Context: an optimization exercise on an open-source flow, tuned for small area and a short achievable clock period. The choices shown serve that exercise and are no tape-out recipe.
Only simulation tests tie the RTL to the original design; equivalence was not proved.

===== design/flow/run.sh =====
#!/bin/bash
# synth_recipe.tcl (not shown) runs the flow's synth.tcl, then flattens the netlist and writes it again
# the make line also repeats each setting of config.mk as NAME=value (left out here)
make -C /OpenROAD-flow-scripts/flow DESIGN_CONFIG=/design/flow/config.mk WORK_HOME=/design/flow/orfs CLKGATE_MAP_FILE= SYNTH_SCRIPT=/design/flow/synth_recipe.tcl finish

===== design/flow/config.mk =====
export PLATFORM = sky130hd
export DESIGN_NAME = mac16
export DESIGN_NICKNAME = mac16
export VERILOG_FILES = /design/flow/design.v
export SDC_FILE = /design/flow/constraint.sdc
export NUM_CORES = 4
export LEC_CHECK = 0
export CAP_MARGIN = 20
export CORE_MARGIN = 2
export CORE_UTILIZATION = 40
export SLEW_MARGIN = 20

===== design/flow/constraint.sdc =====
create_clock -name core_clock -period 15.0 [get_ports {clk}]
set_input_delay 3.0000 -clock core_clock [delete_from_list [all_inputs] [get_ports {clk}]]
set_output_delay 3.0000 -clock core_clock [all_outputs]
set_load 0.01 [all_outputs]

===== design/flow/design.v =====
`timescale 1ns / 1ps
module CLA #(
    parameter DATA_WIDTH = 8
    )
    (   
    input [DATA_WIDTH-1:0] a,
    input [DATA_WIDTH-1:0] b,
    input  cin,
    output [DATA_WIDTH-1:0] sum,
    output cout
    );
    wire [DATA_WIDTH-1:0] g;
    wire [DATA_WIDTH-1:0] p;
    wire [DATA_WIDTH:0]   c;
    assign c[0] = cin;
    genvar i;
    generate
     for(i=0;i<DATA_WIDTH;i=i+1) begin
            assign sum[i] = a[i] ^ b[i] ^ c[i];
            assign p[i] = a[i] | b[i];
            assign g[i] = a[i] & b[i];
            assign c[i+1] = g[i] | (p[i] & c[i]);
            end
     endgenerate
     assign cout  = c[DATA_WIDTH];       
endmodule
`timescale 1ns / 1ps
module mul2x2(
    input [1:0] a,
    input [1:0] b,
    output [3:0] p
    );
  wire pp0, pp1, pp2, pp3;        
    wire sum1, carry1;
    assign pp0 = a[0] & b[0];       
    assign pp1 = a[1] & b[0];       
    assign pp2 = a[0] & b[1];       
    assign pp3 = a[1] & b[1];       
    assign sum1   = pp1 ^ pp2;
    assign carry1 = pp1 & pp2;
    assign p[0] = pp0;
    assign p[1] = sum1;
    assign p[2] = carry1 ^ pp3;
    assign p[3] = carry1 & pp3;
endmodule
`timescale 1ns / 1ps
module mul4x4 #(parameter N = 4)(
    input  [N-1:0] a,
    input  [N-1:0] b,
    output [2*N-1:0] p
);
    wire [3:0] pp_ah_bh, pp_al_bh, pp_ah_bl, pp_al_bl;
    wire [7:0] shifted_pp1, shifted_pp2, shifted_pp3, shifted_pp4;
    wire [7:0] sum1, sum2;
    wire c1, c2;
    mul2x2 u1(.a(a[3:2]), .b(b[3:2]), .p(pp_ah_bh));
    mul2x2 u2(.a(a[1:0]), .b(b[3:2]), .p(pp_al_bh));
    mul2x2 u3(.a(a[3:2]), .b(b[1:0]), .p(pp_ah_bl));
    mul2x2 u4(.a(a[1:0]), .b(b[1:0]), .p(pp_al_bl));
    assign shifted_pp1 = {pp_ah_bh, 4'b0000};
    assign shifted_pp2 = {2'b00, pp_al_bh, 2'b00};
    assign shifted_pp3 = {2'b00, pp_ah_bl, 2'b00};
    assign shifted_pp4 = {4'b0000, pp_al_bl};
    CLA #(.DATA_WIDTH(8)) cla1(.a(shifted_pp3), .b(shifted_pp4), .cin(1'b0), .sum(sum1), .cout(c1));
    CLA #(.DATA_WIDTH(8)) cla2(.a(shifted_pp1), .b(shifted_pp2), .cin(c1), .sum(sum2), .cout(c2));
    CLA #(.DATA_WIDTH(8)) cla3(.a(sum1), .b(sum2), .cin(c2), .sum(p), .cout());
endmodule
`timescale 1ns / 1ps
module mul8x8 (
    input  [7:0]  a,
    input  [7:0]  b,
    output [15:0] p
);
    wire [7:0] pp_hh;  
    wire [7:0] pp_lh;  
    wire [7:0] pp_hl;  
    wire [7:0] pp_ll;  
    wire [15:0] sum1, sum2;
    wire carry1, carry2;
    mul4x4 u_hh (.a(a[7:4]), .b(b[7:4]), .p(pp_hh));  
    mul4x4 u_lh (.a(a[3:0]), .b(b[7:4]), .p(pp_lh));
    mul4x4 u_hl (.a(a[7:4]), .b(b[3:0]), .p(pp_hl));
    mul4x4 u_ll (.a(a[3:0]), .b(b[3:0]), .p(pp_ll));  
    CLA #(.DATA_WIDTH(16)) cla1 (
        .a({4'b0000, pp_hl, 4'b0000}), 
        .b({8'b00000000, pp_ll}), 
        .cin(1'b0), 
        .sum(sum1), 
        .cout(carry1)
    );
    CLA #(.DATA_WIDTH(16)) cla2 (
        .a({pp_hh, 8'b00000000}), 
        .b({4'b0000, pp_lh, 4'b0000}), 
        .cin(carry1), 
        .sum(sum2), 
        .cout(carry2)
    );
    CLA #(.DATA_WIDTH(16)) cla3 (
        .a(sum1), 
        .b(sum2), 
        .cin(carry2), 
        .sum(p), 
        .cout()  
    );
endmodule
`timescale 1ns / 1ps
module mul16x16 (
    input  [15:0] a,
    input  [15:0] b,
    output [31:0] p
);
    wire [7:0] a_high = a[15:8];
    wire [7:0] a_low  = a[7:0];
    wire [7:0] b_high = b[15:8];
    wire [7:0] b_low  = b[7:0];
    wire [15:0] pp_hh, pp_lh, pp_hl, pp_ll;
    mul8x8 u_hh (.a(a_high), .b(b_high), .p(pp_hh));
    mul8x8 u_lh (.a(a_low),  .b(b_high), .p(pp_lh));
    mul8x8 u_hl (.a(a_high), .b(b_low),  .p(pp_hl));
    mul8x8 u_ll (.a(a_low),  .b(b_low),  .p(pp_ll));
    wire [31:0] term_ll = {16'b0, pp_ll};                 
    wire [31:0] term_lh = {8'b0, pp_lh, 8'b0};            
    wire [31:0] term_hl = {8'b0, pp_hl, 8'b0};            
    wire [31:0] term_hh = {pp_hh, 16'b0};                 
    assign p = term_ll + term_lh + term_hl + term_hh;
endmodule
    `timescale 1ns / 1ps
    module mac16 (
        input         clk,
        input         rst_n,
        input  [15:0] a,      
        input  [15:0] b,      
        input  [31:0] acc,    
        output reg [31:0] out  
    );
        wire [31:0] prod;
        mul16x16 mul_inst (
            .a(a),
            .b(b),
            .p(prod)   
        );
        reg [31:0] prod_d;
        always @(posedge clk or negedge rst_n) begin
            if (!rst_n)
                prod_d <= 0;
            else
                prod_d <= prod;
        end
        reg [31:0] reg_prod;
        always @(posedge clk or negedge rst_n) begin
            if (!rst_n)
                reg_prod <= 0;
            else
                reg_prod <= prod_d;   
        end
        reg [31:0] acc_d1, acc_d2;
        always @(posedge clk or negedge rst_n) begin
            if (!rst_n) begin
                acc_d1 <= 0;
                acc_d2 <= 0;
            end else begin
                acc_d1 <= acc;
                acc_d2 <= acc_d1;
            end
        end
        wire [31:0] sum;
        wire cout_dummy;
        CLA #(.DATA_WIDTH(32)) adder (
            .a(reg_prod),
            .b(acc_d2),
            .cin(1'b0),
            .sum(sum),
            .cout(cout_dummy)
        );
        always @(posedge clk or negedge rst_n) begin
            if (!rst_n)
                out <= 0;
            else
                out <= sum;
        end
    endmodule

==> run summary <==
-- layout by cell type (no fill, tap or decap), types with 3 or more instances in the layout --
cell type          n
ha_2               3
nor2b_1            4
ha_4              12
dfrtp_1          160
nand4_1            4
o21bai_1           3
nor2_1            14
dlymetal6s2s_1     5
inv_6              6
buf_4            102
a21oi_1           14
o21ai_0            7
o21ai_1            4
a21oi_2            4
xnor2_1           27
and2_1           231
fa_1             215
maj3_1            13
a21o_1             3
xor2_1            43
ha_1             324
and3_1            16
fa_2              14
buf_6              3
nand2_1           39
clkdlybuf4s50_1   88
nand3_1            4
nand2b_1           4
clkbuf_16         17
inv_1            397
-- what timing repair did --
| action | 4_1_cts | 5_1_grt |
|---|---|---|
| buffers inserted | 1 | 1 |
| pin swaps | 7 | 27 |
| endpoints found under the setup margin | 14 | 15 |
| gates resized for setup | 22 | 51 |
-- worst register-to-register path, delay by kind of cell (launching register included) --
kind | cells | cell delay [ns]
fa+ha+maj | 31 | 12.98
flops | 1 | 0.37
xor+xnor | 1 | 0.14
buf+inv | 2 | 0.12
-- logic make-up (layout without fill, tap and decap cells) --
| family | after synthesis | after routing | synth area share, % |
|---|---|---|---|
| XOR/XNOR | 72 | 72 | 3.58 |
| AO/OA/AOI/OAI | 57 | 57 | 2.20 |
| buffers and inverters | 439 | 630 | 9.36 |
| adder cells (fa/ha/maj) | 581 | 581 | 50.9 |
| AND/OR/NAND/NOR | 335 | 335 | 11.2 |
| flip-flops | 160 | 160 | 22.7 |
-- final timing paths --
kind / slack (ns) / end / cells past startpoint / startpoint
min in group asynchronous: 2.64 / acc_d2[0] / 1 / rst_n
worst max-delay path: 0.40 / prod_d[30] / 60 / a[0]
worst min register to register: 0.34 / reg_prod[12] / 0 / prod_d[12]
worst min-delay path: 0.34 / reg_prod[12] / 0 / prod_d[12]
max in group asynchronous: 11.04 / acc_d2[31] / 2 / rst_n
worst max register to register: 1.27 / out[31] / 34 / acc_d2[0]
-- cell type report --
cell class / instances / area [um2] / share of cell area, %
Clock buffer: 17 / 425 / 2.05
Multi-Input combinational cell: 1045 / 12200 / 58.9
Sequential cell: 160 / 4000 / 19.3
Timing Repair Buffer: 201 / 1760 / 8.46
Clock inverter: 13 / 129 / 0.620
Inverter: 399 / 1500 / 7.21
Tap cell: 585 / 732 / 3.52
-- routing by layer --
metal  vias to the layer above  wire length, um  global-route usage (%)
li1                       5305                -                       -
met1                      5514            16100                    21.5
met2                       118            18100                    30.8
met3                        35              802                    1.76
met4                         0              718                    4.81
met5                         -                0                       0
-- stage by stage --
step | utilization [%] | worst slack (ns)
floorplan | - | 0.235
global placement | 46.1 | -0.685
detailed placement | 46.1 | -0.895
CTS | 47.6 | 0.0353
global route | 48.0 | -0.0509
finish | 48.0 | 0.396
-- sequential cells by signal (all words and copies together), names as in the netlist --
| signal | cells |
|---|---|
| acc_d2 | 32 |
| out | 32 |
| prod_d | 32 |
| acc_d1 | 32 |
| reg_prod | 32 |
==> impl_metrics.ini <==
[run_status]
status = no timing/DRC/antenna violations

[layout]
finalNonFillerCells = 2420
syn2layout_area_growth_pct = 18.1
layout.nets = 2458
fill_cells = 3979
postLayoutCellArea_um2 = 20800
drive_gt1_share_pct = 10.7
antenna_cells = 0

[yosys]
synth_edf_count = 0
synth.distinct_cells = 47
synth_top_area_share_pct = 26.0
syn_inst = 1644
ys.flop_type = dfrtp_1
syn_avg_cell_area_um2 = 10.7
postSynth.asyncResetShare_pct = 100
yosysSeqAreaShare_pct = 22.7
synth_top_cell_by_area = fa_1
ys_warn_count = 1
yosys-top-cells-count = inv_1, ha_1, and2_1, fa_1, dfrtp_1
ys_seq_elements = 160
syn_area_um2 = 17600
syn_nets = 2278
synth_most_common_cell = inv_1
synth_area_leaders = fa_1, ha_1, dfrtp_1

[clocking]
cts_tree = built
postCtsHoldBufs = 0
clk_pin_slew_ns = 0.06
cts-root-buf = clkbuf_16
cts_buffers = 17
clock_latency_ns = 0.42
clockBufferDepth = 2
cts_htree_levels = 4
clock_sinks = 160

[global_route]
grt-ovfl-total = 0
grt_pass1_wl_um = 60300
grt_pass1_vias = 12400
grtUsageTotal_pct = 17.0
antenna_found_initial = 2
grt_max_degree = 107

[sta]
tns_ns = 0
slew_violations = 0
fin_crit_ns = 14.60
setup_viol_count_final = 0
post-route-period-util_pct = 97.4
timing.fmax_ghz = 0.0685
hold_ws_ns = 0.344
fin_skew_ns = 0.0105
hold_violations = 0
tightest_slew_ns = 0.953
relSlewSlack_pct = 36.5

[worst_setup_path]
crit_path_frequent_cell = fa_2
worstSetupPathType = in -> reg
cp_max_fo = 4
path_buf_inv = 11
critPathLaunchType = primary input
max_stage_delay_ns = 0.53
cp.arrival_ns = 14.91
cp-end-kind = register
crit_slowest_cell = fa_1
worstPathRequired_ns = 15.30
critPathTopFamily = adder cells

[route]
dr.pass1.iters = 4
wl_per_cell_um = 14.7
drt-vias-per-instance = 4.53
ant_nets = 0
vias = 11000
detail_route.iter0.violations = 397
finalWirelength_um = 35700
drc = 0

[placement]
hpwl_um = 30100
placed_cell_area_um2 = 19900
place_congestion = 0.846
io_buffers = 97
placed_cells = 2388

[worst_hold_path]
hp-class = reg -> reg

[die]
pin_count = 98
placementRows = 76
fp.dieArea_um2 = 45700
die_height_um = 214
initial_core_util_pct = 40.7
core_area_um2 = 43300
die_w_um = 214

[flow_run]
maxCapViolCount = 0

static timing again, ports no longer ideal:
How much do the figures lean on ideal ports? The routed layout below was timed once more, with nothing changed but the port constraints.
Step 1 sets driving cells, clkbuf_16 on the clock port and buf_2 on the other inputs (assumed; they add their load-dependent delay and slew).
Step 2 also shifts input and output timing later by t, the mid clock arrival at the registers, as if the neighbouring blocks saw the same clock.
a / b / c = no drivers / after step 1 / after step 2; a / b = the first two.
shift t [ns]: 0.467
slack for setup (ns): 0.396 / 0.419 / -0.047
slew at the worst register clock pin (ns): 0.07 / 0.07
Met with ideal ports but missed after step 2: setup timing in this run. For this run, drivers alone change the setup slack by +0.023 ns; drivers and shift together by -0.443 ns.
